This is an optimization exercise on Yosys and OpenROAD, whose aim is small area and few clock cycles, not a production implementation. Function was checked by simulation only, so behaviour that the tests miss may differ from the original. No activity file was given, so power comes from the tool's default toggle rates.

$ cat flow/design.v
module alu_add(a, b, sub, sum);
    input [31:0] a, b;
    input sub;
    output [32:0] sum;
    wire [31:0] bx = sub ? ~b : b;
    assign sum = {1'b0, a} + {1'b0, bx} + {32'd0, sub};
endmodule
module alu_muxi(a, b, s, y);
    input a, b, s;
    output y;
    assign y = ~(s ? b : a);
endmodule
module alu_shift(a, sh, shl, arith, sr);
    input [31:0] a;
    input [4:0] sh;
    input shl, arith;
    output [31:0] sr;
    wire fill_n = ~(arith & a[31]);           
    wire fill = arith & a[31];
    wire [31:0] x [0:5];
    genvar i, l;
    generate
        for (i = 0; i < 32; i = i + 1) begin : l0
            alu_muxi m (.a(a[i]), .b(a[31-i]), .s(shl), .y(x[0][i]));
        end
        for (l = 0; l < 5; l = l + 1) begin : lv
            for (i = 0; i < 32; i = i + 1) begin : bt
                if (i + (1 << l) < 32) begin : in
                    alu_muxi m (.a(x[l][i]), .b(x[l][i + (1 << l)]), .s(sh[l]), .y(x[l+1][i]));
                end else begin : fl
                    alu_muxi m (.a(x[l][i]), .b((l % 2 == 0) ? fill_n : fill), .s(sh[l]), .y(x[l+1][i]));
                end
            end
        end
    endgenerate
    assign sr = x[5];
endmodule
module rf_aoi3(s, d, y);
    input [2:0] s;
    input [2:0] d;
    output y;
    assign y = ~((s[0] & d[0]) | (s[1] & d[1]) | (s[2] & d[2]));
endmodule
module rf_read(sel, q, y);
    input [31:1] sel;
    input [32*31-1:0] q;    
    output [31:0] y;
    genvar b, g;
    generate
        for (b = 0; b < 32; b = b + 1) begin : bt
            wire [10:0] n;
            for (g = 0; g < 10; g = g + 1) begin : grp
                rf_aoi3 a(.s(sel[3*g+3:3*g+1]),
                          .d({q[32*(3*g+2)+b], q[32*(3*g+1)+b], q[32*(3*g)+b]}),
                          .y(n[g]));
            end
            assign n[10] = ~(sel[31] & q[32*30+b]);
            assign y[b] = ~&n;
        end
    endgenerate
endmodule
module pipeline_top(clk,rst,imem_addr,imem_rdata,dmem_addr,dmem_wdata,dmem_wstrb,dmem_rdata);
    input clk,rst;
    output [31:0] imem_addr;
    input [31:0] imem_rdata;
    output [31:0] dmem_addr,dmem_wdata;
    output [3:0] dmem_wstrb;
    input [31:0] dmem_rdata;
    reg [31:2] pc;
    assign imem_addr = {pc, 2'b00};
    wire [31:0] ins = imem_rdata;
    wire [2:0] f3 = ins[14:12];
    wire is_load   = ~ins[6] & ~ins[5] & ~ins[4];
    wire is_opimm  = ~ins[6] & ~ins[5] &  ins[4];
    wire is_store  = ~ins[6] &  ins[5] & ~ins[4];
    wire is_op     = ~ins[6] &  ins[5] &  ins[4];
    wire is_branch =  ins[6] & ~ins[2];
    wire is_jalr   =  ins[6] &  ins[2] & ~ins[3];
    wire is_jal    =  ins[6] &  ins[3];
    wire is_alu    = ~ins[6] & ins[4];           
    wire [31:0] rs1, rs2, wb;
    wire reg_we = rst & ~is_store & ~is_branch;
    wire [4:0] ra1 = ins[19:15], ra2 = ins[24:20], wa = ins[11:7];
    wire [32*31-1:0] rq;
    wire [31:1] sel1, sel2;
    genvar g;
    generate
        for (g = 1; g < 32; g = g + 1) begin : r
            reg [31:0] x;
            always @(posedge clk)
                if (reg_we && wa == g)
                    x <= wb;
            assign rq[32*(g-1) +: 32] = x;
            assign sel1[g] = (ra1 == g);
            assign sel2[g] = (ra2 == g);
        end
    endgenerate
    rf_read rd1 (.sel(sel1), .q(rq), .y(rs1));
    rf_read rd2 (.sel(sel2), .q(rq), .y(rs2));
    wire [31:0] imm_is = {{21{ins[31]}}, ins[30:25], is_store ? ins[11:7] : ins[24:20]};
    wire use_rs2 = is_op | is_branch;
    wire [31:0] b = use_rs2 ? rs2 : imm_is;
    wire sub = is_branch | (is_alu & (f3[1] & ~f3[2])) | (is_op & ins[30] & (f3 == 3'b000));
    wire [32:0] sum;
    alu_add add (.a(rs1), .b(b), .sub(sub), .sum(sum));
    wire ltu = ~sum[32];
    wire lt = (rs1[31] ^ b[31]) ? rs1[31] : sum[31];
    wire [31:0] p = rs1 ^ b;
    wire [31:0] gn = rs1 & b;
    wire eq = ~|p;
    integer k;
    wire [31:0] sr;
    alu_shift shf (.a(rs1), .sh(b[4:0]), .shl(~f3[2]), .arith(ins[30] & f3[2]), .sr(sr));
    reg [31:0] sl;
    always @(*) for (k = 0; k < 32; k = k + 1) sl[k] = sr[31-k];
    wire [1:0] ba = sum[1:0];
    assign dmem_addr = sum[31:0];
    assign dmem_wdata = {
        f3[1] ? rs2[31:24] : (f3[0] ? rs2[15:8] : rs2[7:0]),
        f3[1] ? rs2[23:16] : rs2[7:0],
        (f3[1] | f3[0]) ? rs2[15:8] : rs2[7:0],
        rs2[7:0]};
    wire [3:0] strb = f3[1] ? 4'b1111 :
                      f3[0] ? (ba[1] ? 4'b1100 : 4'b0011) :
                      (4'b0001 << ba);
    assign dmem_wstrb = (rst & is_store) ? strb : 4'b0000;
    wire [31:2] pc_inc = pc + 30'd1;
    wire [31:2] imm_bj = {{12{ins[31]}}, is_jal ? ins[19:12] : {8{ins[31]}},
                          is_jal ? ins[20] : ins[7], ins[30:25],
                          is_jal ? ins[24:22] : ins[11:9]};
    wire [29:0] tg [0:5];
    wire [29:0] tp [0:5];
    assign tg[0] = pc & imm_bj;
    assign tp[0] = pc ^ imm_bj;
    genvar tl, ti;
    generate
        for (tl = 0; tl < 5; tl = tl + 1) begin : tlv
            for (ti = 0; ti < 30; ti = ti + 1) begin : tbt
                if ((ti >> tl) & 1) begin : c
                    assign tg[tl+1][ti] = tg[tl][ti] | (tp[tl][ti] & tg[tl][((ti >> tl) << tl) - 1]);
                    assign tp[tl+1][ti] = tp[tl][ti] & tp[tl][((ti >> tl) << tl) - 1];
                end else begin : n
                    assign tg[tl+1][ti] = tg[tl][ti];
                    assign tp[tl+1][ti] = tp[tl][ti];
                end
            end
        end
    endgenerate
    wire [31:2] pc_tgt = tp[0] ^ {tg[5][28:0], 1'b0};
    wire cond = f3[0] ^ (f3[2] ? (f3[1] ? ltu : lt) : eq);
    wire take = is_jal | (is_branch & cond);
    wire [31:2] pc_next = ({30{is_jalr}} & sum[31:2]) |
                          ({30{take}} & pc_tgt) |
                          ({30{~is_jalr & ~take}} & pc_inc);
    wire s_add = is_alu & (f3 == 3'b000);
    wire s_sll = is_alu & (f3 == 3'b001);
    wire s_slt = is_alu & (f3 == 3'b010);
    wire s_sltu = is_alu & (f3 == 3'b011);
    wire s_sr  = is_alu & (f3 == 3'b101);
    wire s_p   = is_alu & (f3 == 3'b100 || f3 == 3'b110);    
    wire s_g   = is_alu & (f3 == 3'b110 || f3 == 3'b111);    
    wire s_pc  = ins[6];
    wire l_w   = is_load & f3[1];
    wire l_h   = is_load & ~f3[1] & f3[0];
    wire l_b   = is_load & ~f3[1] & ~f3[0];
    wire [3:0] l_lane0 = {4{is_load}} & (4'b0001 << ba);        
    wire l_mid_lo = l_w | (l_h & ~ba[1]);                        
    wire l_mid_hi = l_h & ba[1];                                 
    wire [7:0] lbyte = ba[1] ? (ba[0] ? dmem_rdata[31:24] : dmem_rdata[23:16])
                             : (ba[0] ? dmem_rdata[15:8]  : dmem_rdata[7:0]);
    wire lsign = ~f3[2] & (f3[0] ? (ba[1] ? dmem_rdata[31] : dmem_rdata[15]) : lbyte[7]);
    wire l_ext_mid = l_b & lsign;                                
    wire l_ext_hi = (l_b | l_h) & lsign;                         
    wire [31:0] ld_part;
    assign ld_part[7:0] = ({8{l_lane0[0]}} & dmem_rdata[7:0]) | ({8{l_lane0[1]}} & dmem_rdata[15:8]) |
                          ({8{l_lane0[2]}} & dmem_rdata[23:16]) | ({8{l_lane0[3]}} & dmem_rdata[31:24]);
    assign ld_part[15:8] = ({8{l_mid_lo}} & dmem_rdata[15:8]) | ({8{l_mid_hi}} & dmem_rdata[31:24]) |
                           {8{l_ext_mid}};
    assign ld_part[31:16] = ({16{l_w}} & dmem_rdata[31:16]) | {16{l_ext_hi}};
    assign wb = ({32{s_add}} & sum[31:0]) |
                ({32{s_sll}} & sl) |
                ({32{s_sr}} & sr) |
                ({32{s_p}} & p) |
                ({32{s_g}} & gn) |
                {31'd0, (s_slt & lt) | (s_sltu & ltu)} |
                ({32{s_pc}} & {pc_inc, 2'b00}) |
                ld_part;
    always @(posedge clk or negedge rst) begin
        if (!rst)
            pc <= 30'd0;
        else
            pc <= pc_next;
    end
endmodule
$ cat flow/flow/run.sh
#!/bin/bash
# The standard layout (standard.sh), with two changes made through ORFS's
# own hooks: the port buffers are buf_2 cells instead of the slow
# clkdlybuf4s50 delay cells, and every step that sizes or inserts buffers
# is kept off the largest buffer cells (flow/dont_use.tcl).
here=$(pwd)
export BUFFER_PORTS_ARGS="-buffer_cell sky130_fd_sc_hd__buf_2"
for step in FLOORPLAN GLOBAL_PLACE RESIZE REPAIR_TIMING_POST_PLACE DETAIL_PLACE CTS GLOBAL_ROUTE DETAIL_ROUTE; do
    export PRE_${step}_TCL=$here/flow/dont_use.tcl
done
bash standard.sh > standard.log 2>&1
status=$?
grep -l "dont_use.tcl: large buffers" orfs/logs/*/*/*/*.log > hooks_applied.log 2>&1
exit $status
$ cat flow/flow/dont_use.tcl
set_dont_use {sky130_fd_sc_hd__buf_6 sky130_fd_sc_hd__buf_8 sky130_fd_sc_hd__buf_12
              sky130_fd_sc_hd__buf_16 sky130_fd_sc_hd__bufbuf_8 sky130_fd_sc_hd__bufbuf_16
              sky130_fd_sc_hd__clkbuf_16 sky130_fd_sc_hd__bufinv_8 sky130_fd_sc_hd__bufinv_16
              sky130_fd_sc_hd__clkdlybuf4s50_1 sky130_fd_sc_hd__clkdlybuf4s50_2}
puts "flow/dont_use.tcl: large buffers set dont_use"
$ cat flow/standard.sh
#!/bin/bash
# synth_recipe.tcl (not shown) runs the flow's synth.tcl, then flattens the netlist and writes it again
# the make line also repeats each setting of config.mk as NAME=value (left out here)
make -C /OpenROAD-flow-scripts/flow DESIGN_CONFIG=/design/flow/config.mk WORK_HOME=/design/flow/orfs CLKGATE_MAP_FILE= SYNTH_SCRIPT=/design/flow/synth_recipe.tcl "${@:-finish}"
$ cat flow/config.mk
export PLATFORM = sky130hd
export DESIGN_NAME = pipeline_top
export DESIGN_NICKNAME = pipeline_top
export VERILOG_FILES = /design/flow/design.v
export SDC_FILE = /design/flow/constraint.sdc
export NUM_CORES = 4
export LEC_CHECK = 0
export CAP_MARGIN = 20
export CORE_MARGIN = 2
export CORE_UTILIZATION = 50
export CTS_BUF_LIST = sky130_fd_sc_hd__clkbuf_8
export CTS_CLUSTER_DIAMETER = 60
export CTS_CLUSTER_SIZE = 16
export GPL_TIMING_DRIVEN = 0
export SLEW_MARGIN = 20
export SYNTH_HIERARCHICAL = 1
export SYNTH_MINIMUM_KEEP_SIZE = 0
$ cat flow/constraint.sdc
create_clock -name core_clock -period 10.0 [get_ports {clk}]
set_input_delay 2.0000 -clock core_clock [delete_from_list [all_inputs] [get_ports {clk}]]
set_output_delay 2.0000 -clock core_clock [all_outputs]
set_load 0.01 [all_outputs]
==> results of run 1 <==
==> modules after synthesis, one instance, submodules excluded <==
module / flops+latches / copies in the design / area (sq um)
alu_add: 0 / 1 / 2600
alu_shift: 0 / 1 / 10.0
rf_aoi3: 0 / 640 / 10.0
rf_read: 0 / 2 / 915
alu_muxi: 0 / 192 / 10.0
pipeline_top: 1022 / 1 / 36300
==> cells in the mapped netlist (7+ instances only) <==
master,number,area share (%)
buf_6,11,0.25
nand3_1,59,0.60
dfrtp_1,30,1.5
ha_1,95,2.4
mux2i_1,208,4.2
nor3_1,31,0.32
a222oi_1,658,13
a2111o_1,66,1.5
xor2_1,66,1.2
nand2_1,181,1.4
nor2_1,130,0.99
a21o_1,57,0.87
mux2_2,23,0.53
clkbuf_1,57,0.44
and2_1,7,0.089
a211oi_2,7,0.18
a211oi_1,9,0.14
a21oi_1,56,0.57
a22o_1,10,0.18
edfxtp_1,992,61
nor4_1,12,0.15
nand4_1,154,2.0
a221oi_1,10,0.18
o21ai_0,47,0.48
xnor2_1,38,0.68
o211ai_1,12,0.18
and3_1,9,0.11
buf_2,10,0.10
buf_1,7,0.054
nor2b_1,9,0.11
nand2b_1,19,0.24
a211o_1,19,0.34
a22oi_1,74,1.1
mux4_2,7,0.32
inv_1,26,0.20
==> repair_timing <==
item | CTS | global route
pin swaps | 10 | 9
endpoints found under the setup margin | 30 | 21
gates resized for setup | 23 | 20
buffers inserted | 16 | 6
==> power by group through the flow <==
| stage | Clock [mW] | Sequential, mW | Combinational, mW |
|---|---|---|---|
| floorplan | 0 | 5.42 | 1.82 |
| global placement | 0 | 5.47 | 3.30 |
| detailed placement | 0 | 5.44 | 3.42 |
| CTS | 2.39 | 5.34 | 3.48 |
| global route | 2.54 | 5.35 | 3.78 |
| finish | 2.39 | 5.35 | 3.70 |
==> worst max-delay path: cells and delay by family <==
kind / cells / cell delay (ns)
multiplexers: 1 / 0.35
AND/OR/NAND/NOR: 4 / 1.60
buffers and inverters: 4 / 1.32
XOR/XNOR: 1 / 0.71
AO/OA/AOI/OAI: 6 / 1.65
adder cells (fa/ha/maj): 1 / 0.40
==> through the flow <==
| step | instance area, sq um | total power, mW | instances |
|---|---|---|---|
| after CTS | 55300 | 11.2 | 5105 |
| after detailed placement | 53600 | 8.86 | 4953 |
| after global routing | 55500 | 11.7 | 5114 |
| final | 55500 | 11.4 | 5118 |
| after global placement | 51500 | 8.77 | 4755 |
| after floorplan | 49100 | 7.24 | 3325 |
==> path summary, 6_finish.rpt <==
check / endpoint / slack (ns) / startpoint / cells past startpoint
max: dmem_addr[20] / -0.08 / imem_rdata[17] / 17
min: pc[2] / 0.71 / pc[2] / 1
max reg2reg: r[15].x[15] / 2.90 / r[10].x[0] / 16
min reg2reg: pc[2] / 0.71 / pc[2] / 1
max in group asynchronous: pc[30] / 8.19 / rst / 1
min in group asynchronous: pc[14] / 1.27 / rst / 1
==> cells by family (layout without fill, tap and decap cells) <==
logic type | count (synthesis) | count (layout)
flip-flops | 1022 | 1022
adder cells (fa/ha/maj) | 101 | 101
XOR/XNOR | 105 | 105
other | 1 | 10
AO/OA/AOI/OAI | 1088 | 1088
multiplexers | 238 | 238
buffers and inverters | 118 | 627
AND/OR/NAND/NOR | 651 | 651
==> flip-flops by register name, indices dropped and copies added (netlist names) <==
signal,count
r.x,992
pc,30
==> area by class of cell <==
type	instances	area, sq um	area share, %
multi-input cells	2185	19000	34.2
well taps	1276	1600	2.88
diodes	8	20.0	0.0361
clock buffers	89	1220	2.21
flip-flops and latches	1022	30500	55.1
repair buffers	374	2190	3.95
clock inverters	52	375	0.677
plain buffers	85	447	0.805
inverters	27	101	0.183
==> per-layer routing <==
layer  up-vias  track usage (%)  share of wire, %
met5         -                0             0.031
met4        10             24.8               7.4
met3       751             14.1                16
met2      3997             65.0                43
met1     20188             55.8                34
li1      16132                -                 -
==> out/results.txt, run 1 <==
setup violators final: 6
effective utilization at floorplan: 50.6%
Fin Hold WS: 0.714 ns
maxcap violations: 0
root buffer cell: clkbuf_8
critical path launch point type: input pin
LEAKAGE: 19.4 nW
commonest non-fill, non-tap cell in the layout: edfxtp_1
Die Y: 317 um
Comb power frac: 32.4%
Post-CTS Hold Buffers: 0
mux cell area share after synthesis: 5.09%
Arr. time, crit path: 8.08 ns
row count: 114
worst skew pair latency: 0.84 ns
Setup WS pre-CTS: -0.966 ns
period utilisation layout: 101%
ys flop type: edfxtp_1
area delta synth->final: 13.0%
final worst slack: -0.0822 ns
all-layer global routing usage: 43.4%
Failed Checks: setup timing
Yosys cell types: 89
EDFF count, synth: 992
setup TNS: -0.168 ns
Max stage delay on crit path: 0.71 ns
register area share after synthesis: 62.2%
number of routed nets with antenna violations: 0
slowest CP cell: xnor2_1
clock transition at the registers of the reported paths: 0.08 ns
final RePlAce weighted congestion: 1.09
Wirelength per Cell: 43.7 um
DP HPWL: 161000 um
Post-Synth Simple-Gate Area: 6.65%
complex-gate fraction of the synthesized area: 20.4%
Adder-Cell Fraction of Synth Area: 2.67%
number of synthesis warnings: 8
first-pass GRT wire length: 302000 um
area of the mapped netlist: 49100 sq um
largest family of logic cells by synthesized area: compound AO/OA/AOI/OAI gates
Util after Layout: 57.2%
Pre-Repair DR Iteration Count: 12
Clock power frac: 20.9%
Least-Margin Pin Slew: 1.28 ns
xor-xnor portion of the synthesized cell area: 1.89%
Internal Power: 7.11 mW
IO Pins: 166
CTS Buf Count: 87
Pins Over Slew Limit: 0
element type at the critical path end: primary output
Iter 0 DRT Violations: 11239
RSZ-0062 raised after global routing: false
synthesized flop and latch total: 1022
Final Hold Fails: 0
CTS Buffer Depth: 3
initial antenna violation count: 12
layout cells sized above 1: 19.4%
CTS tree: built
Clock Skew: 0.0649 ns
outcome: failed layout checks
DIE AREA: 101000 sq um
Residual DRC: 0
Crit Path Max Fanout: 19
clock tree sinks: 1022
largest net degree at the start of global routing: 33
pwr dens: 206 nW/um^2
Crit path top cell by count: o211ai_1
Placeable Area: 97000 sq um
H-tree depth: 3
WP data required: 8.00 ns
Psw: 4.33 mW
GRT overflow: 0
syn avg cell area: 14.8 sq um
vias in the first global route: 38655
Vias per Instance: 8.03
crit path kind: input pin to primary output
Port Buffers: 154
DRT Wirelength: 223000 um
DIE WIDTH: 317 um
Synth async-reset ratio: 2.94%
net switching share of the total power: 37.8%
f_max: 0.0992 GHz
CP Cell Sequence: clkbuf_1 > nand2_1 > nor2_4 > buf_4 > a222oi_1 > nand4_1 > a2111o_1 > mux2_2 > inv_1 > fa_1 > nand2b_1 > a211oi_2 > o211ai_1 > o211ai_1 > a211oi_1 > xnor2_1 > buf_2
post-layout min period: 10.08 ns
fillers: 7770
Final #Nets: 3949
relative slew slack: 14.1%
worst hold-check path type: flop to flop
VDD IR-drop max: 0.144 mV
via count: 41078
synthesized instance count: 3324
most frequent cells in the layout: 992 x edfxtp_1, 658 x a222oi_1, 241 x buf_2
sequential share of power: 46.8%
Testbench counts, summed over its fixed seeds: cycles 25,674.
==> run 2: changes to the inputs <==
==> flow/flow/run.sh (replaced) <==
#!/bin/bash
here=$(pwd)
export BUFFER_PORTS_ARGS="-buffer_cell sky130_fd_sc_hd__buf_2"
for step in FLOORPLAN GLOBAL_PLACE RESIZE REPAIR_TIMING_POST_PLACE DETAIL_PLACE CTS GLOBAL_ROUTE DETAIL_ROUTE; do
    export PRE_${step}_TCL=$here/flow/dont_use.tcl
done
export CTS_ARGS="-sink_clustering_enable -repair_clock_nets -sink_clustering_size 16 -sink_clustering_max_diameter 60 -buf_list sky130_fd_sc_hd__clkbuf_8 -dont_use_dummy_load"
bash standard.sh > standard.log 2>&1
status=$?
grep -l "dont_use.tcl: large buffers" orfs/logs/*/*/*/*.log > hooks_applied.log 2>&1
exit $status
--- a/flow/config.mk
+++ b/flow/config.mk
@@ -12,6 +12,7 @@
 export CTS_CLUSTER_DIAMETER = 60
 export CTS_CLUSTER_SIZE = 16
 export GPL_TIMING_DRIVEN = 0
+export SETUP_SLACK_MARGIN = 0.5
 export SLEW_MARGIN = 20
 export SYNTH_HIERARCHICAL = 1
 export SYNTH_MINIMUM_KEEP_SIZE = 0
==> run 2 against run 1 <==
  * The run now finishes clean
  * Critical endpoint is now dmem_addr[29]
  * Cell count down 0.23%
  * Design area about the same
  * Utilization about the same
  * Via count up 1.1%
  * Maximum frequency up 4.3%
  * Area after synthesis unchanged
  * Sequential power about the same
==> out/results.txt, run 2 <==
area leader, netlist: edfxtp_1
Hold Startpoint: pc[2]
WP data required: 8.00 ns
Synth async-reset ratio: 2.94%
worst skew pair latency: 0.83 ns
reg-to-reg endpoint: pc[26]
row count: 114
dpl cells: 4947
worst hold-check path type: flop to flop
syn avg cell area: 14.8 sq um
Least-Margin Pin Slew: 1.11 ns
Psw: 4.07 mW
commonest non-fill, non-tap cell in the layout: edfxtp_1
relative slew slack: 25.7%
Port Buffers: 154
most frequent cells in the layout: 992 x edfxtp_1, 658 x a222oi_1, 243 x buf_2
synth top area cells: edfxtp_1 61%, a222oi_1 13%, mux2i_1 4.2%
largest registers: r.x (992), pc (30)
IO Pins: 166
Hold Path Cell Cnt: 1
ys flop type: edfxtp_1
final instance area: 55400 sq um
Post-CTS Hold Buffers: 0
number of synthesis warnings: 8
Adder-Cell Fraction of Synth Area: 2.67%
slowest CP cell: a2111o_1
number of flip-flops in the largest register: 992
Residual DRC: 0
Final Hold Fails: 0
Final #Nets: 3989
top cells by count, synth: 992 x edfxtp_1, 658 x a222oi_1, 208 x mux2i_1
Crit path top cell by count: buf_2
DRT Wirelength: 227000 um
critical path launch point type: input pin
GRT overflow: 0
Post-Synth Simple-Gate Area: 6.65%
CTS tree: built
Setup WS pre-CTS: -1.08 ns
f_max: 0.103 GHz
area of the mapped netlist: 49100 sq um
register bank with the most flops: r.x
Arr. time, crit path: 7.66 ns
Area after DPL: 53600 sq um
Pins Over Slew Limit: 0
Pre-Repair DR Iteration Count: 13
Crit Path Max Fanout: 17
RSZ-0062 raised after global routing: true
multi-input logic area: 19100 sq um
pwr dens: 200 nW/um^2
H-tree depth: 3
DIE AREA: 101000 sq um
synthesized instance count: 3324
element type at the critical path end: primary output
DP HPWL: 163000 um
top cell type's share of synthesized area: 60.7%
complex-gate fraction of the synthesized area: 20.4%
final RePlAce weighted congestion: 1.03
VDD IR-drop max: 0.166 mV
Vias per Instance: 8.13
r2r startpoint: r[16].x[14]
mux cell area share after synthesis: 5.09%
synthesized flop and latch total: 1022
R2R Setup Slk: 3.06 ns
clock transition at the registers of the reported paths: 0.05 ns
xor-xnor portion of the synthesized cell area: 1.89%
CTS Buf Count: 85
net switching share of the total power: 36.7%
setup violators final: 0
final worst slack: 0.335 ns
Fin Hold WS: 0.630 ns
Placeable Area: 97000 sq um
initial antenna violation count: 17
period utilisation layout: 96.6%
outcome: complete, no violations
most frequent cell after synthesis: edfxtp_1
all-layer global routing usage: 43.9%
Max stage delay on crit path: 0.70 ns
sequential share of power: 48.1%
Final Non-Filler Cells: 5106
maxcap violations: 0
Comb power frac: 33.1%
vias in the first global route: 39146
root buffer cell: clkbuf_8
R2R cell count: 24
area delta synth->final: 12.9%
LEAKAGE: 19.3 nW
DIE WIDTH: 317 um
register area share after synthesis: 62.2%
fillers: 7688
Yosys cell types: 89
post-layout min period: 9.66 ns
first-pass GRT wire length: 305000 um
clock tree sinks: 1022
Internal Power: 7.03 mW
layout cells sized above 1: 19.5%
via count: 41512
EDFF count, synth: 992
effective utilization at floorplan: 50.6%
Clock Skew: 0.146 ns
Wirelength per Cell: 44.5 um
Die Y: 317 um
largest family of logic cells by synthesized area: compound AO/OA/AOI/OAI gates
largest net degree at the start of global routing: 33
Util after Layout: 57.1%
number of routed nets with antenna violations: 0
CTS Buffer Depth: 3
Clock power frac: 18.7%
crit path kind: input pin to primary output
CP Cell Sequence: buf_2 > nand2b_1 > buf_4 > nor2_4 > buf_4 > a222oi_1 > nand4_1 > a2111o_1 > a21o_1 > xor2_1 > ha_1 > buf_2 > nand2_1 > or3_4 > o22ai_4 > a211oi_2 > a31o_2 > a211oi_4 > buf_2
Hold Path End: pc[2]
Register Area: 30500 sq um
Iter 0 DRT Violations: 11023
==> run 2: cell count changes in the layout (fill, tap and decap cells not counted), moves of 7 or more <==
cell and delta:
buf_1 +31, a2111o_1 -13, a2111o_2 +13, clkinv_2 -10
inv_1 -8, inv_6 -8, clkinv_1 -7
==> run 2: power groups by stage <==
| stage | clock [mW] | combinational (mW) | sequential, mW |
|---|---|---|---|
| floorplan | 0 | 1.81 | 5.42 |
| detailed placement | 0 | 3.37 | 5.44 |
| finish | 2.08 | 3.68 | 5.34 |
| CTS | 2.09 | 3.46 | 5.34 |
| global placement | 0 | 3.24 | 5.46 |
| global route | 2.23 | 3.77 | 5.35 |
==> run 2: worst max path at each step <==
| stage | from | end | cells past startpoint |
|---|---|---|---|
| 2_1_floorplan | imem_rdata[15] | dmem_addr[30] | 15 |
| 3_3_place_gp | imem_rdata[15] | dmem_addr[30] | 16 |
| 3_5_place_dp | imem_rdata[21] | dmem_addr[30] | 20 |
| 4_1_cts | imem_rdata[21] | dmem_addr[30] | 22 |
| 5_1_grt | imem_rdata[23] | dmem_addr[30] | 20 |
| 6_report | imem_rdata[22] | dmem_addr[29] | 19 |
==> run 2: modules after synthesis, one instance, submodules excluded <==
module        area [sq um]  flip-flops and latches  cells  copies in the design
rf_read                915                       0    131                     2
alu_muxi              10.0                       0      1                   192
rf_aoi3               10.0                       0      1                   640
pipeline_top         36300                    1022   1874                     1
alu_shift             10.0                       0      2                     1
alu_add               2600                       0    354                     1
==> run 2: cell type report <==
class	instances	area share, %
Inverter	27	0.183
Multi-Input combinational cell	2185	34.5
Timing Repair Buffer	410	4.27
Antenna cell	10	0.0452
Clock buffer	85	2.11
Sequential cell	1022	55.1
Buffer	91	0.932
Tap cell	1276	2.88
==> run 2: per-layer routing <==
| layer | global-route usage (%) | wire length (um) | part of all wire (%) | up-vias |
|---|---|---|---|---|
| met5 | 0 | 119 | 0.052 | - |
| met4 | 29.8 | 19700 | 8.7 | 12 |
| met3 | 15.2 | 35200 | 16 | 860 |
| met2 | 64.4 | 96000 | 42 | 4074 |
| met1 | 55.1 | 75900 | 33 | 20410 |
| li1 | - | - | - | 16156 |
==> run 2: cells by family (layout without fill, tap and decap cells) <==
group | after synthesis | count (layout)
other | 1 | 12
xor gates and xnor gates | 105 | 105
adders and majority gates | 101 | 101
muxes | 238 | 238
AOI/OAI and AO/OA | 1088 | 1088
and+or+nand+nor | 651 | 651
buffers and inverters | 118 | 613
DFF | 1022 | 1022
==> run 2: stage by stage <==
stage / setup TNS [ns] / total power [mW]
after floorplan: 0 / 7.23
after global placement: -6330.40 / 8.71
after detailed placement: -86.97 / 8.81
after CTS: 0 / 10.9
after global routing: 0 / 11.4
final: 0 / 11.1
==> run 2: worst max-delay path, delay by kind of cell <==
kind,cells,cell delay (ns)
compound gates,7,2.40
xor+xnor,1,0.15
simple gates,5,1.55
fa+ha+maj,1,0.30
buf+inv,5,1.21
==> run 2: what timing repair did <==
| action | CTS | global route |
|---|---|---|
| pin swaps | 28 | 45 |
| resized for setup | 65 | 46 |
| setup buffers | 36 | 28 |
| setup endpoints to repair | 156 | 24 |
==> run 3: changes to the inputs <==
==> flow/run.sh (new file) <==
#!/bin/bash
# synth_recipe.tcl (not shown) runs the flow's synth.tcl, then flattens the netlist and writes it again
# the make line also repeats each setting of config.mk as NAME=value (left out here)
make -C /OpenROAD-flow-scripts/flow DESIGN_CONFIG=/design/flow/config.mk WORK_HOME=/design/flow/orfs CLKGATE_MAP_FILE= SYNTH_SCRIPT=/design/flow/synth_recipe.tcl finish
--- a/flow/config.mk
+++ b/flow/config.mk
@@ -8,9 +8,6 @@
 export CAP_MARGIN = 20
 export CORE_MARGIN = 2
 export CORE_UTILIZATION = 50
-export CTS_BUF_LIST = sky130_fd_sc_hd__clkbuf_8
-export CTS_CLUSTER_DIAMETER = 60
-export CTS_CLUSTER_SIZE = 16
 export GPL_TIMING_DRIVEN = 0
 export SETUP_SLACK_MARGIN = 0.5
 export SLEW_MARGIN = 20
removed: flow/flow/run.sh
removed: flow/flow/dont_use.tcl
removed: flow/standard.sh
==> run 3 against run 2 <==
  * Combinational power is 13% higher
  * Cell count is 2.7% higher
  * Highest routed layer unchanged
  * Power is 21% higher
  * Utilization is 6.2 points higher
  * Clock skew is 0.096 ns lower
  * Die area stayed put
  * Via count is 2.7% higher
  * Still clean
  * Critical endpoint is now dmem_addr[31]
  * Hold slack better by 0.045 ns
  * Maximum frequency is 1.3% lower
==> out/results.txt, run 3 <==
outcome: complete, no violations
row count: 114
Pre-Repair DR Iteration Count: 14
Clock Skew: 0.0495 ns
Pins Over Slew Limit: 0
Clock power frac: 29.2%
DRT Wirelength: 234000 um
EDFF count, synth: 992
initial antenna violation count: 17
synthesized instance count: 3324
all-layer global routing usage: 45.4%
Die Y: 317 um
CTS tree: built
clock tree sinks: 1022
Placeable Area: 97000 sq um
crit path kind: input pin to primary output
worst hold-check path type: flop to flop
Internal Power: 8.83 mW
Residual DRC: 0
Psw: 4.60 mW
final instance area: 61400 sq um
top cells by count, synth: 992 x edfxtp_1, 658 x a222oi_1, 208 x mux2i_1
Synth async-reset ratio: 2.94%
register area share after synthesis: 62.2%
largest registers: r.x (992), pc (30)
ys flop type: edfxtp_1
largest net degree at the start of global routing: 32
slowest CP cell: nand4_1
clock transition at the registers of the reported paths: 0.06 ns
effective utilization at floorplan: 50.6%
number of flip-flops in the largest register: 992
vias in the first global route: 40152
Max stage delay on crit path: 0.81 ns
via count: 42629
worst skew pair latency: 0.73 ns
Final Hold Fails: 0
maxcap violations: 0
setup violators final: 0
top cell type's share of synthesized area: 60.7%
syn avg cell area: 14.8 sq um
H-tree depth: 3
most frequent cell after synthesis: edfxtp_1
Register Area: 30500 sq um
area delta synth->final: 25.1%
CP top delay family: compound AO/OA/AOI/OAI gates
sequential share of power: 39.9%
most frequent cells in the layout: 992 x edfxtp_1, 658 x a222oi_1, 208 x mux2i_1
Comb power frac: 30.9%
VDD IR-drop max: 0.172 mV
setup TNS: 0 ns
Post-CTS Hold Buffers: 0
CTS Buffer Depth: 3
root buffer cell: clkbuf_16
number of synthesis warnings: 8
Least-Margin Pin Slew: 1.08 ns
synth top area cells: edfxtp_1 61%, a222oi_1 13%, mux2i_1 4.2%
Setup WS pre-CTS: -1.99 ns
fillers: 6971
GRT overflow: 0
WP data required: 8.00 ns
first-pass GRT wire length: 316000 um
CTS Buf Count: 103
Yosys cell types: 89
Wirelength per Cell: 44.5 um
layout cells sized above 1: 19.4%
period utilisation layout: 98.0%
Area after DPL: 56500 sq um
number of routed nets with antenna violations: 0
Iter 0 DRT Violations: 11608
Arr. time, crit path: 7.80 ns
DP HPWL: 166000 um
commonest non-fill, non-tap cell in the layout: edfxtp_1
area of the mapped netlist: 49100 sq um
relative slew slack: 27.4%
pwr dens: 219 nW/um^2
Vias per Instance: 8.13
f_max: 0.102 GHz
final RePlAce weighted congestion: 1.02
IO Pins: 166
CP Cell Sequence: buf_2 > clkbuf_8 > nand3b_1 > buf_12 > nor2_4 > buf_4 > buf_16 > a222oi_1 > nand4_1 > a2111o_1 > a21o_1 > xor2_2 > ha_4 > or2_2 > a21boi_1 > a31oi_4 > a2111oi_2 > o311a_4 > clkdlybuf4s50_1
DIE AREA: 101000 sq um
buffer and inverter count on the worst path: 6
Port Buffers: 154
element type at the critical path end: primary output
RSZ-0062 raised after global routing: true
area leader, netlist: edfxtp_1
DIE WIDTH: 317 um
multi-input logic area: 19400 sq um
critical path launch point type: input pin
Crit Path Max Fanout: 19
synthesized flop and latch total: 1022
final worst slack: 0.204 ns
Final #Nets: 4041
net switching share of the total power: 34.3%
LEAKAGE: 21.4 nW
post-layout min period: 9.80 ns
register bank with the most flops: r.x
==> run 3: power groups by stage <==
stage	combinational, mW	sequential [mW]	clock [mW]
finish	4.15	5.37	3.92
global route	4.23	5.37	4.08
CTS	3.89	5.36	3.91
detailed placement	3.66	5.45	0
global placement	3.45	5.48	0
floorplan	1.81	5.42	0
==> run 3: worst register-to-register path, delay by kind of cell, from the launching register on <==
kind	cells	cell delay, ns
compound gates	11	3.46
xor+xnor	2	0.38
fa+ha+maj	1	0.25
buf+inv	3	0.60
flops	1	0.43
mux	1	0.28
simple gates	4	1.33
==> run 3: per-layer routing <==
layer | up-vias | part of all wire (%) | track usage (%)
met5 | - | 0.070 | 0.426
met1 | 20985 | 33 | 57.2
met4 | 16 | 8.8 | 31.3
met2 | 4274 | 42 | 66.7
li1 | 16403 | - | -
met3 | 951 | 16 | 14.8
==> run 3: path summary, 6_finish.rpt <==
path,startpoint,to,slack [ns],cells past startpoint
max in group asynchronous,rst,pc[8],8.35,2
worst max-delay path,imem_rdata[21],dmem_addr[31],0.20,19
min in group asynchronous,rst,pc[17],1.19,1
worst max register to register,r[13].x[28],pc[14],3.15,22
worst min-delay path,pc[2],pc[2],0.68,1
worst min register to register,pc[2],pc[2],0.68,1
==> run 3: kinds of logic (layout without fill, tap and decap cells) <==
| kind of cell | Yosys count | count (layout) | share of synthesized area (%) |
|---|---|---|---|
| other cells | 1 | 8 | 0.00764 |
| xor+xnor | 105 | 105 | 1.89 |
| compound gates | 1088 | 1088 | 20.4 |
| mux | 238 | 238 | 5.09 |
| simple gates | 651 | 651 | 6.65 |
| flops | 1022 | 1022 | 62.2 |
| buf+inv | 118 | 754 | 1.14 |
| fa+ha+maj | 101 | 101 | 2.67 |
==> run 3: metrics by stage <==
| stage | power [mW] | std cells | utilization [%] | hold WS, ns |
|---|---|---|---|---|
| CTS | 13.2 | 5215 | 62.9 | 0.646 |
| global placement | 8.93 | 4755 | 53.9 | 0.630 |
| global route | 13.7 | 5238 | 63.3 | 0.682 |
| finish | 13.4 | 5243 | 63.3 | 0.675 |
| floorplan | 7.23 | 3325 | - | 0.605 |
| detailed placement | 9.11 | 4952 | 58.3 | 0.635 |
==> run 3: Yosys stat by module, one instance, submodules excluded <==
| module | times used | cells inside | flip-flops and latches | cell area, sq um |
|---|---|---|---|---|
| pipeline_top | 1 | 1874 | 1022 | 36300 |
| alu_add | 1 | 354 | 0 | 2600 |
| rf_read | 2 | 131 | 0 | 915 |
| alu_muxi | 192 | 1 | 0 | 10.0 |
| alu_shift | 1 | 2 | 0 | 10.0 |
| rf_aoi3 | 640 | 1 | 0 | 10.0 |
==> run 3: area by class of cell <==
cell class	count	area share (%)
Antenna cell	6	0.0245
Buffer	91	0.913
Clock buffer	126	4.39
Clock inverter	66	1.16
Inverter	27	0.165
Multi-Input combinational cell	2185	31.6
Sequential cell	1022	49.7
Tap cell	1276	2.60
Timing Repair Buffer	444	9.45
==> run 3: repair_timing <==
item	4_1_cts	5_1_grt
pin swaps	64	41
resized for setup	154	49
setup endpoints to repair	771	27
setup buffers	71	22
==> run 4: changes to the inputs <==
--- a/flow/design.v
+++ b/flow/design.v
@@ -3,7 +3,25 @@
     input sub;
     output [32:0] sum;
     wire [31:0] bx = sub ? ~b : b;
-    assign sum = {1'b0, a} + {1'b0, bx} + {32'd0, sub};
+    wire [32:0] g [0:6];
+    wire [32:0] p [0:6];
+    assign g[0] = {a & bx, sub};
+    assign p[0] = {a ^ bx, 1'b0};
+    genvar l, i;
+    generate
+        for (l = 0; l < 6; l = l + 1) begin : lv
+            for (i = 0; i < 33; i = i + 1) begin : bt
+                if ((i >> l) & 1) begin : c
+                    assign g[l+1][i] = g[l][i] | (p[l][i] & g[l][((i >> l) << l) - 1]);
+                    assign p[l+1][i] = p[l][i] & p[l][((i >> l) << l) - 1];
+                end else begin : n
+                    assign g[l+1][i] = g[l][i];
+                    assign p[l+1][i] = p[l][i];
+                end
+            end
+        end
+    endgenerate
+    assign sum = {g[6][32], p[0][32:1] ^ g[6][31:0]};
 endmodule
 module alu_muxi(a, b, s, y);
     input a, b, s;
@@ -34,6 +52,23 @@
         end
     endgenerate
     assign sr = x[5];
+endmodule
+module pc_ha(a, b, s, c);
+    input a, b;
+    output s, c;
+    assign {c, s} = a + b;
+endmodule
+module pc_incr(pc, y);
+    input [29:0] pc;
+    output [29:0] y;
+    wire [30:0] c;
+    assign c[0] = 1'b1;
+    genvar i;
+    generate
+        for (i = 0; i < 30; i = i + 1) begin : h
+            pc_ha u (.a(pc[i]), .b(c[i]), .s(y[i]), .c(c[i+1]));
+        end
+    endgenerate
 endmodule
 module rf_aoi3(s, d, y);
     input [2:0] s;
@@ -124,7 +159,8 @@
                       f3[0] ? (ba[1] ? 4'b1100 : 4'b0011) :
                       (4'b0001 << ba);
     assign dmem_wstrb = (rst & is_store) ? strb : 4'b0000;
-    wire [31:2] pc_inc = pc + 30'd1;
+    wire [31:2] pc_inc;
+    pc_incr pinc (.pc(pc), .y(pc_inc));
     wire [31:2] imm_bj = {{12{ins[31]}}, is_jal ? ins[19:12] : {8{ins[31]}},
                           is_jal ? ins[20] : ins[7], ins[30:25],
                           is_jal ? ins[24:22] : ins[11:9]};
==> flow/flow/run.sh (new file) <==
#!/bin/bash
here=$(pwd)
export BUFFER_PORTS_ARGS="-buffer_cell sky130_fd_sc_hd__buf_2"
for step in FLOORPLAN GLOBAL_PLACE RESIZE REPAIR_TIMING_POST_PLACE DETAIL_PLACE CTS GLOBAL_ROUTE DETAIL_ROUTE; do
    export PRE_${step}_TCL=$here/flow/dont_use.tcl
done
export CTS_ARGS="-sink_clustering_enable -repair_clock_nets -sink_clustering_size 16 -sink_clustering_max_diameter 60 -buf_list sky130_fd_sc_hd__clkbuf_8 -dont_use_dummy_load"
bash standard.sh > standard.log 2>&1
status=$?
grep -l "dont_use.tcl: large buffers" orfs/logs/*/*/*/*.log > hooks_applied.log 2>&1
exit $status
==> flow/flow/dont_use.tcl (new file) <==
set_dont_use {sky130_fd_sc_hd__buf_6 sky130_fd_sc_hd__buf_8 sky130_fd_sc_hd__buf_12
              sky130_fd_sc_hd__buf_16 sky130_fd_sc_hd__bufbuf_8 sky130_fd_sc_hd__bufbuf_16
              sky130_fd_sc_hd__clkbuf_16 sky130_fd_sc_hd__bufinv_8 sky130_fd_sc_hd__bufinv_16
              sky130_fd_sc_hd__clkdlybuf4s50_1 sky130_fd_sc_hd__clkdlybuf4s50_2}
puts "flow/dont_use.tcl: large buffers set dont_use"
==> flow/standard.sh (new file) <==
#!/bin/bash
# synth_recipe.tcl (not shown) runs the flow's synth.tcl, then flattens the netlist and writes it again
# the make line also repeats each setting of config.mk as NAME=value (left out here)
make -C /OpenROAD-flow-scripts/flow DESIGN_CONFIG=/design/flow/config.mk WORK_HOME=/design/flow/orfs CLKGATE_MAP_FILE= SYNTH_SCRIPT=/design/flow/synth_recipe.tcl "${@:-finish}"
--- a/flow/config.mk
+++ b/flow/config.mk
@@ -8,6 +8,9 @@
 export CAP_MARGIN = 20
 export CORE_MARGIN = 2
 export CORE_UTILIZATION = 50
+export CTS_BUF_LIST = sky130_fd_sc_hd__clkbuf_8
+export CTS_CLUSTER_DIAMETER = 60
+export CTS_CLUSTER_SIZE = 16
 export GPL_TIMING_DRIVEN = 0
 export SETUP_SLACK_MARGIN = 0.5
 export SLEW_MARGIN = 20
removed: flow/run.sh
==> run 4 against run 3 <==
  * Still clean
  * Worst setup slack gained 0.15 ns
  * Critical path depth grew 2
  * Sequential share of layout area grew 5.7 points
  * Hold slack gained 0.060 ns
  * Largest power group unchanged
==> out/results.txt, run 4 <==
VDD IR-drop max: 0.114 mV
WP data required: 8.00 ns
Clock Skew: 0.148 ns
H-tree depth: 3
number of routed nets with antenna violations: 0
DIE WIDTH: 314 um
element type at the critical path end: primary output
Die Y: 314 um
critical path launch point type: input pin
syn avg cell area: 15.4 sq um
Port Buffers: 158
Adder-Cell Fraction of Synth Area: 3.55%
all-layer global routing usage: 42.2%
GRT overflow: 0
relative slew slack: 24.5%
maxcap violations: 0
most frequent cells in the layout: 992 x edfxtp_1, 666 x a222oi_1, 256 x buf_2
complex-gate fraction of the synthesized area: 19.5%
top cells by count, synth: 992 x edfxtp_1, 666 x a222oi_1, 209 x mux2i_1
Fin Hold WS: 0.735 ns
f_max: 0.104 GHz
multi-input logic area: 17900 sq um
pwr dens: 193 nW/um^2
commonest non-fill, non-tap cell in the layout: edfxtp_1
Setup WS pre-CTS: -1.94 ns
number of flip-flops in the largest register: 992
xor-xnor portion of the synthesized cell area: 1.46%
Power, Total: 10.6 mW
DIE AREA: 98300 sq um
period utilisation layout: 96.4%
Post-Synth Simple-Gate Area: 5.36%
first-pass GRT wire length: 289000 um
setup violators final: 0
DRT Wirelength: 215000 um
synthesized flop and latch total: 1022
row count: 113
Wirelength per Cell: 42.6 um
area of the mapped netlist: 47900 sq um
R2R cell count: 21
Final #Nets: 3964
Synth async-reset ratio: 2.94%
register bank with the most flops: r.x
CTS tree: built
clock tree sinks: 1022
largest family of logic cells by synthesized area: compound AO/OA/AOI/OAI gates
Least-Margin Pin Slew: 1.13 ns
Vias per Instance: 7.93
crit path kind: input pin to primary output
post-layout min period: 9.64 ns
CTS Buf Count: 85
clock transition at the registers of the reported paths: 0.05 ns
CTS Buffer Depth: 3
DP HPWL: 151000 um
area delta synth->final: 15.1%
Residual DRC: 0
mux cell area share after synthesis: 5.34%
vias in the first global route: 37369
Register Area: 30500 sq um
Pre-Repair DR Iteration Count: 11
most frequent cell after synthesis: edfxtp_1
via count: 39947
synth top area cells: edfxtp_1 62%, a222oi_1 14%, mux2i_1 4.4%
root buffer cell: clkbuf_8
Final Non-Filler Cells: 5040
ys flop type: edfxtp_1
synthesized instance count: 3109
largest net degree at the start of global routing: 33
Iter 0 DRT Violations: 10111
outcome: complete, no violations
worst skew pair latency: 0.81 ns
Arr. time, crit path: 7.64 ns
register area share after synthesis: 63.7%
IO Pins: 166
largest registers: r.x (992), pc (30)
worst hold-check path type: flop to flop
EDFF count, synth: 992
final RePlAce weighted congestion: 1.07
RSZ-0062 raised after global routing: true
Post-CTS Hold Buffers: 0
fillers: 7584
top cell type's share of synthesized area: 62.2%
effective utilization at floorplan: 50.4%
Yosys cell types: 64
Final Hold Fails: 0
Placeable Area: 95000 sq um
initial antenna violation count: 18
Hold Path Cell Cnt: 3
layout cells sized above 1: 20.5%
final worst slack: 0.356 ns
dpl cells: 4731
area leader, netlist: edfxtp_1
Crit Path Max Fanout: 13
number of synthesis warnings: 9
LEAKAGE: 19.4 nW
Pins Over Slew Limit: 0
==> run 4: final timing paths <==
kind                                      from             to  slack, ns
worst max register to register     r[28].x[14]     r[20].x[0]       2.56
max in group asynchronous                  rst          pc[7]       8.04
min in group asynchronous                  rst         pc[31]       1.40
worst min register to register           pc[2]          pc[2]       0.74
worst min-delay path                     pc[2]          pc[2]       0.74
worst max-delay path            imem_rdata[22]  dmem_addr[31]       0.36
==> run 4: per-layer routing <==
metal	share of wire (%)	GRT usage, %	routed length, um	up-vias
li1	-	-	-	15691
met1	34	54.1	72200	19645
met2	42	61.3	90400	3891
met3	16	14.2	34500	698
met4	8.1	27.9	17400	22
met5	0.12	0	267	-
==> run 4: critical path, cell delays in order <==
cell,delay (ns)
buf_4,0.11
clkbuf_8,0.18
buf_4,0.15
nor3_4,0.04
clkbuf_8,0.19
clkbuf_8,0.18
a222oi_1,0.35
nand4_1,0.73
a2111o_1,0.72
a21o_1,0.24
xor2_1,0.16
ha_1,0.37
nand4_1,0.23
or2_4,0.31
o31a_1,0.28
and4_4,0.19
nor3_4,0.24
o41ai_4,0.10
o21bai_1,0.18
fa_2,0.51
buf_2,0.17
==> run 4: per-module statistics from Yosys, one instance, submodules excluded <==
module	area, sq um	flops+latches	cells inside
pipeline_top	35800	1022	1784
alu_add	1590	0	198
rf_read	915	0	131
pc_ha	12.5	0	1
alu_muxi	10.0	0	1
alu_shift	10.0	0	2
rf_aoi3	10.0	0	1
pc_incr	3.75	0	1
==> run 4: cells by family after synthesis <==
family                     after synthesis
AOI/OAI and AO/OA                     1008
xor gates and xnor gates                80
adders and majority gates              130
buffers and inverters                  110
DFF                                   1022
muxes                                  242
other                                    2
and+or+nand+nor                        515
==> run 4: layout make-up <==
cell class	instances	area share [%]
flip-flops and latches	1022	55.4
multi-input cells	1978	32.5
repair buffers	571	6.04
well taps	1265	2.87
clock buffers	85	2.12
plain buffers	79	0.867
inverters	31	0.211
diodes	9	0.0408
==> run 4: report_power, final <==
part           internal [mW]  leakage (nW)  switching, mW
Clock                  0.757         0.611           1.31
Combinational           1.00          9.32           2.28
Sequential              5.19          9.45         0.0938
==> run 4: through the flow <==
stage / TNS, ns / utilization, % / instance area [sq um]
finish: 0 / 58.0 / 55100
global route: 0 / 58.0 / 55100
CTS: 0 / 57.3 / 54400
detailed placement: -559.77 / 55.3 / 52500
global placement: -3581.79 / 53.0 / 50400
floorplan: 0 / - / 48000
==> run 4: timing repair <==
item,4_1_cts,5_1_grt
resized for setup,95,83
hold endpoints to repair,0,0
gates cloned,7,2
setup buffers,112,94
pin swaps,78,103
setup endpoints to repair,687,8
Testbench counts of run 4, summed over its fixed seeds: cycles 25,674.
==> run 5: changes to the inputs <==
--- a/flow/config.mk
+++ b/flow/config.mk
@@ -5,7 +5,7 @@
 export SDC_FILE = /design/flow/constraint.sdc
 export NUM_CORES = 4
 export LEC_CHECK = 0
-export CAP_MARGIN = 20
+export CAP_MARGIN = 10
 export CORE_MARGIN = 2
 export CORE_UTILIZATION = 50
 export CTS_BUF_LIST = sky130_fd_sc_hd__clkbuf_8
@@ -13,6 +13,6 @@
 export CTS_CLUSTER_SIZE = 16
 export GPL_TIMING_DRIVEN = 0
 export SETUP_SLACK_MARGIN = 0.5
-export SLEW_MARGIN = 20
+export SLEW_MARGIN = 10
 export SYNTH_HIERARCHICAL = 1
 export SYNTH_MINIMUM_KEEP_SIZE = 0
==> run 5 against run 4 <==
  * Via count shrank 1.4%
  * Register-to-register slack worse by 0.58 ns
  * Global-route usage is 0.16 points lower
  * Critical endpoint unchanged
  * Still clean on timing, DRC and antenna
  * Count of clock-buffer cells in the layout unchanged
  * Largest power group unchanged
  * Design area fell by 1.4%
  * Cell count decreased by 2.5%
  * Maximum frequency shrank 0.53%
  * Highest routed layer unchanged
  * Critical path type unchanged
  * Critical path depth unchanged
==> out/results.txt, run 5 <==
Psw: 3.66 mW
CTS Buffer Depth: 3
Arr. time, crit path: 7.69 ns
number of synthesis warnings: 9
net switching share of the total power: 34.6%
Residual DRC: 0
vias in the first global route: 37159
maxcap violations: 0
synthesized instance count: 3109
Comb power frac: 30.6%
initial antenna violation count: 18
Vias per Instance: 8.01
first-pass GRT wire length: 288000 um
top cells by count, synth: 992 x edfxtp_1, 666 x a222oi_1, 209 x mux2i_1
fillers: 7675
DRT Wirelength: 213000 um
worst hold-check path type: flop to flop
CTS Buf Count: 85
area delta synth->final: 13.4%
setup violators final: 0
outcome: complete, no violations
Pins Over Slew Limit: 0
IO Pins: 166
LEAKAGE: 18.9 nW
Yosys cell types: 64
final instance area: 54300 sq um
sequential share of power: 49.9%
final RePlAce weighted congestion: 1.07
most frequent cells in the layout: 992 x edfxtp_1, 666 x a222oi_1, 209 x mux2i_1
worst skew pair latency: 0.80 ns
EDFF count, synth: 992
crit path kind: input pin to primary output
synth top area cells: edfxtp_1 62%, a222oi_1 14%, mux2i_1 4.4%
area of the mapped netlist: 47900 sq um
Synth async-reset ratio: 2.94%
post-layout min period: 9.69 ns
multi-input logic area: 17800 sq um
Pre-Repair DR Iteration Count: 11
Wirelength per Cell: 43.3 um
most frequent cell after synthesis: edfxtp_1
Util after Layout: 57.2%
area leader, netlist: edfxtp_1
synthesized flop and latch total: 1022
critical path launch point type: input pin
via count: 39392
Power, Total: 10.6 mW
DIE WIDTH: 314 um
register bank with the most flops: r.x
row count: 113
all-layer global routing usage: 42.1%
Placeable Area: 95000 sq um
largest registers: r.x (992), pc (30)
Clock Skew: 0.111 ns
WP data required: 8.00 ns
root buffer cell: clkbuf_8
Final #Nets: 3840
pwr dens: 195 nW/um^2
relative slew slack: 26.0%
Crit Path Max Fanout: 12
Area after DPL: 52300 sq um
syn avg cell area: 15.4 sq um
Iter 0 DRT Violations: 9738
VDD IR-drop max: 0.131 mV
Register Area: 30500 sq um
H-tree depth: 3
period utilisation layout: 96.9%
register area share after synthesis: 63.7%
Internal Power: 6.93 mW
element type at the critical path end: primary output
largest net degree at the start of global routing: 34
ys flop type: edfxtp_1
GRT overflow: 0
number of flip-flops in the largest register: 992
Die Y: 314 um
Clock power frac: 19.5%
commonest non-fill, non-tap cell in the layout: edfxtp_1
setup TNS: 0 ns
Least-Margin Pin Slew: 1.08 ns
DP HPWL: 149000 um
Final Hold Fails: 0
CTS tree: built
top cell type's share of synthesized area: 62.2%
Port Buffers: 158
f_max: 0.103 GHz
effective utilization at floorplan: 50.4%
clock transition at the registers of the reported paths: 0.06 ns
DIE AREA: 98300 sq um
layout cells sized above 1: 18.8%
RSZ-0062 raised after global routing: true
clock tree sinks: 1022
number of routed nets with antenna violations: 0
run 5: routing by layer:
layer | track usage, % | share of wire, %
met1 | 54.0 | 34
met2 | 60.6 | 42
met3 | 14.2 | 16
met4 | 28.5 | 8.2
met5 | 0 | 0.066
run 5: cell families after synthesis:
group                      after synthesis  synth area share, %
xor gates and xnor gates                80                 1.46
and+or+nand+nor                        515                 5.36
DFF                                   1022                 63.7
adders and majority gates              130                 3.55
AOI/OAI and AO/OA                     1008                 19.5
other                                    2               0.0157
muxes                                  242                 5.34
buffers and inverters                  110                 1.06
run 5: power by group through the flow:
stage | registers, mW | logic, mW | clock network [mW]
after global routing | 5.29 | 3.35 | 2.23
after global placement | 5.42 | 2.84 | 0
after CTS | 5.28 | 3.07 | 2.07
final | 5.28 | 3.24 | 2.07
after detailed placement | 5.38 | 3.00 | 0
after floorplan | 5.38 | 1.60 | 0
run 5: worst max-delay path: stages:
cell      delay, ns
buf_2          0.18
clkbuf_8       0.23
nand3b_1       0.20
buf_4          0.16
nor2_4         0.09
buf_4          0.22
buf_1          0.19
a222oi_1       0.36
nand4_1        0.43
a2111o_1       0.61
mux2_2         0.33
xor2_1         0.15
ha_1           0.40
nand4_1        0.34
or3_1          0.47
and4_4         0.18
nor3_4         0.20
o41ai_2        0.10
o21bai_1       0.17
fa_2           0.50
buf_2          0.17
run 5: modules after synthesis, one instance, submodules excluded, a selection:
module / copies in the design / cell area (sq um) / flip-flops and latches / cells
alu_add: 1 / 1590 / 0 / 198
pipeline_top: 1 / 35800 / 1022 / 1784
alu_muxi: 192 / 10.0 / 0 / 1
pc_incr: 1 / 3.75 / 0 / 1
pc_ha: 30 / 12.5 / 0 / 1
rf_read: 2 / 915 / 0 / 131
alu_shift: 1 / 10.0 / 0 / 2
run 5: through the flow:
stage | worst slack [ns] | hold slack [ns] | cells
6_report | 0.305 | 0.747 | 4916
4_1_cts | 0.501 | 0.729 | 4896
5_1_grt | 0.288 | 0.791 | 4909
2_1_floorplan | 0.514 | 0.717 | 3110
3_5_place_dp | -1.90 | 0.714 | 4705
3_3_place_gp | -4.17 | 0.705 | 4533
run 5: final timing paths:
kind	from	endpoint	slack (ns)	cells after the start
min in group asynchronous	rst	pc[16]	1.39	1
worst max register to register	pc[2]	r[27].x[31]	1.98	33
worst min register to register	pc[2]	pc[2]	0.75	3
worst min-delay path	pc[2]	pc[2]	0.75	3
max in group asynchronous	rst	pc[7]	8.05	1
worst max-delay path	imem_rdata[20]	dmem_addr[31]	0.31	21
run 5: repair_timing:
| action | in CTS | in global routing |
|---|---|---|
| hold buffers | 0 | 0 |
| setup endpoints to repair | 807 | 11 |
| pin swaps | 85 | 25 |
| gates resized for setup | 93 | 17 |
| cloned | 5 | 0 |
| setup buffers | 101 | 11 |
| hold endpoints to repair | 0 | 0 |
run 5: final cells by class:
type                    instances  share of cell area [%]
clock buffers                  85                    2.15
multi-input cells            1978                    32.8
diodes                          9                  0.0414
repair buffers                447                    4.78
flip-flops and latches       1022                    56.2
inverters                      31                   0.214
well taps                    1265                    2.91
plain buffers                  79                   0.857
==> run 6: changes to the inputs <==
--- a/flow/flow/run.sh
+++ b/flow/flow/run.sh
@@ -1,6 +1,6 @@
 #!/bin/bash
 here=$(pwd)
-export BUFFER_PORTS_ARGS="-buffer_cell sky130_fd_sc_hd__buf_2"
+export BUFFER_PORTS_ARGS="-buffer_cell sky130_fd_sc_hd__buf_1"
 for step in FLOORPLAN GLOBAL_PLACE RESIZE REPAIR_TIMING_POST_PLACE DETAIL_PLACE CTS GLOBAL_ROUTE DETAIL_ROUTE; do
     export PRE_${step}_TCL=$here/flow/dont_use.tcl
 done
==> run 6 against run 5 <==
  * Count of clock-buffer cells in the layout is 2 higher
  * Sequential power hardly changed
  * Cell count is 0.18% higher
  * Utilization is 0.12 points lower
  * Combinational power is 1% lower
  * Worst setup slack worse by 0.059 ns
  * Design area is 0.21% lower
  * Sequential cell count stayed put
  * Highest routed layer unchanged
==> out/results.txt, run 6 <==
Crit path top cell by count: buf_2
complex-gate fraction of the synthesized area: 19.5%
H-tree depth: 3
IO Pins: 166
clock tree sinks: 1022
Setup WS pre-CTS: -2.29 ns
largest registers: r.x (992), pc (30)
all-layer global routing usage: 42.7%
Pre-Repair DR Iteration Count: 14
Clock power frac: 20.0%
Arr. time, crit path: 7.75 ns
most frequent cells in the layout: 992 x edfxtp_1, 666 x a222oi_1, 225 x buf_1
first-pass GRT wire length: 291000 um
VDD IR-drop max: 0.125 mV
Comb power frac: 30.2%
DRT Wirelength: 215000 um
Power, Total: 10.6 mW
Post-Synth Simple-Gate Area: 5.36%
Least-Margin Pin Slew: 1.07 ns
setup TNS: 0 ns
register bank with the most flops: r.x
root buffer cell: clkbuf_8
Psw: 3.72 mW
Iter 0 DRT Violations: 10560
net switching share of the total power: 35.0%
CTS tree: built
post-layout min period: 9.75 ns
RSZ-0062 raised after global routing: true
Final Hold Fails: 0
area delta synth->final: 13.2%
Yosys cell types: 64
number of flip-flops in the largest register: 992
Hold Path Cell Cnt: 3
top cells by count, synth: 992 x edfxtp_1, 666 x a222oi_1, 209 x mux2i_1
synthesized instance count: 3109
DIE WIDTH: 314 um
setup violators final: 0
Vias per Instance: 8.04
area leader, netlist: edfxtp_1
pwr dens: 196 nW/um^2
top layer in use: met5
CP top delay family: simple AND/OR/NAND/NOR gates
row count: 113
critical path launch point type: input pin
buffer and inverter count on the worst path: 4
GRT overflow: 0
synth top area cells: edfxtp_1 62%, a222oi_1 14%, mux2i_1 4.4%
DP HPWL: 152000 um
slowest CP cell: a2111o_1
sequential share of power: 49.8%
xor-xnor portion of the synthesized cell area: 1.46%
ys flop type: edfxtp_1
CTS Buffer Depth: 3
Adder-Cell Fraction of Synth Area: 3.55%
Area after DPL: 52100 sq um
metal1 wirelength: 72200 um
syn avg cell area: 15.4 sq um
Util after Layout: 57.1%
worst skew pair latency: 0.82 ns
f_max: 0.103 GHz
EDFF count, synth: 992
Residual DRC: 0
DIE AREA: 98300 sq um
Post-CTS Hold Buffers: 0
largest net degree at the start of global routing: 33
Die Y: 314 um
final instance area: 54200 sq um
CP Cell Sequence: clkbuf_2 > nand2b_2 > nor3_2 > buf_2 > buf_2 > a222oi_1 > nand4_1 > a2111o_1 > ha_1 > nand4_1 > nor2_2 > nand2_1 > or3_1 > and4_4 > nor3_4 > o41ai_4 > o21bai_1 > fa_2 > buf_2
number of routed nets with antenna violations: 0
element type at the critical path end: primary output
register area share after synthesis: 63.7%
period utilisation layout: 97.5%
Crit Path Max Fanout: 10
relative slew slack: 26.7%
mux cell area share after synthesis: 5.34%
final RePlAce weighted congestion: 1.02
Internal Power: 6.90 mW
commonest non-fill, non-tap cell in the layout: edfxtp_1
R2R cell count: 32
initial antenna violation count: 20
Pins Over Slew Limit: 0
met3 routed WL: 33100 um
Fin Hold WS: 0.740 ns
Synth async-reset ratio: 2.94%
synthesized flop and latch total: 1022
final worst slack: 0.247 ns
Wirelength per Cell: 43.7 um
Max stage delay on crit path: 0.70 ns
largest family of logic cells by synthesized area: compound AO/OA/AOI/OAI gates
r2r startpoint: pc[2]
met2 wire length: 92100 um
Final #Nets: 3853
effective utilization at floorplan: 50.4%
CTS Buf Count: 87
LEAKAGE: 18.5 nW
maxcap violations: 0
vias in the first global route: 37462
area of the mapped netlist: 47900 sq um
Clock Skew: 0.142 ns
Port Buffers: 158
CP Launch Point: imem_rdata[19]
clock transition at the registers of the reported paths: 0.06 ns
Placeable Area: 95000 sq um
number of synthesis warnings: 9
layout cells sized above 1: 15.0%
crit path kind: input pin to primary output
number of stages on the worst setup path: 19
top cell type's share of synthesized area: 62.2%
Hold Startpoint: pc[2]
most frequent cell after synthesis: edfxtp_1
Final Non-Filler Cells: 4925
worst hold-check path type: flop to flop
WP data required: 8.00 ns
outcome: complete, no violations
dpl cells: 4702
via count: 39607
## run 6: cell counts after synthesis
Identical to the previous run, type by type.
## run 6: power by group through the flow
stage	clock [mW]	combinational [mW]	sequential [mW]
4_1_cts	2.13	3.05	5.29
6_report	2.12	3.20	5.29
3_5_place_dp	0	2.97	5.39
5_1_grt	2.27	3.32	5.30
3_3_place_gp	0	2.82	5.42
2_1_floorplan	0	1.60	5.38
## run 6: Yosys stat by module (local to each module, per instance)
module	flip-flops and latches	area, sq um
alu_muxi	0	10.0
pipeline_top	1022	35800
rf_read	0	915
alu_add	0	1590
rf_aoi3	0	10.0
pc_incr	0	3.75
alu_shift	0	10.0
pc_ha	0	12.5
## run 6: tightest hold or removal path, stage by stage, from the launching register on
cell and delay [ns]:
dfrtp_1 0.39, ha_1 0.15, inv_1 0.03, o21ai_0 0.14
## run 6: logic make-up after synthesis
| logic type | count (synthesis) |
|---|---|
| flip-flops | 1022 |
| other | 2 |
| XOR/XNOR | 80 |
| multiplexers | 242 |
| buffers and inverters | 110 |
| adder cells (fa/ha/maj) | 130 |
| AND/OR/NAND/NOR | 515 |
| AO/OA/AOI/OAI | 1008 |
## run 6: final timing paths
| kind | end | slack, ns |
|---|---|---|
| hold / removal | pc[2] | 0.74 |
| setup / recovery | dmem_addr[31] | 0.25 |
| max in group asynchronous | pc[8] | 8.09 |
| setup reg to reg | r[25].x[30] | 2.04 |
| min in group asynchronous | pc[13] | 1.32 |
| hold reg to reg | pc[2] | 0.74 |
## run 6: final cells by class
class / instances / area, sq um
Inverter: 31 / 116
Antenna cell: 5 / 12.5
Buffer: 79 / 475
Multi-Input combinational cell: 1980 / 17800
Timing Repair Buffer: 456 / 2460
Sequential cell: 1022 / 30500
Clock buffer: 87 / 1200
Tap cell: 1265 / 1580
Fill cell: 7641 / 40800
## run 6: layer usage
layer  vias up  track usage (%)
met1     19496             53.6
met2      3846             63.7
met5         -                0
met4        20             28.6
li1      15447                -
met3       798             13.1
## run 6: what timing repair did
| action | CTS | global route |
|---|---|---|
| hold endpoints to repair | 0 | 0 |
| gates resized for setup | 118 | 14 |
| setup endpoints to repair | 949 | 11 |
| pin swaps | 99 | 20 |
| setup buffers | 109 | 13 |
| cloned | 7 | 0 |

==> port drivers added, routing unchanged <==
Ports are ideal in the flow. The routed layouts listed here were re-timed in OpenROAD.
Step 1 (the two cells are an assumption about what drives the block):
set clk [get_ports {clk}]
set_driving_cell -lib_cell sky130_fd_sc_hd__clkbuf_16 $clk
set_driving_cell -lib_cell sky130_fd_sc_hd__buf_2 [delete_from_list [all_inputs] $clk]
Step 2 also shifts input and output timing later by t, the mid clock arrival at the registers, as if the neighbouring blocks saw the same clock.
Slacks: ideal ports / drivers / drivers and shift; pairs: ideal ports / drivers.
run	shift t [ns]	setup slack, ns	latest minus earliest clock arrival (ns)
run 1	0.878	-0.082 / -0.108 / -0.108	0.065 / 0.064
run 2	0.832	0.335 / 0.309 / 0.297	0.146 / 0.146
run 3	0.776	0.204 / 0.181 / 0.181	0.050 / 0.050
run 4	0.803	0.356 / 0.293 / 0.115	0.148 / 0.147
run 5	0.805	0.305 / 0.248 / 0.132	0.111 / 0.111
run 6	0.811	0.247 / 0.191 / 0.086	0.142 / 0.141
For run 4, which loses most, drivers alone change the setup slack by -0.063 ns; drivers and shift together by -0.241 ns.
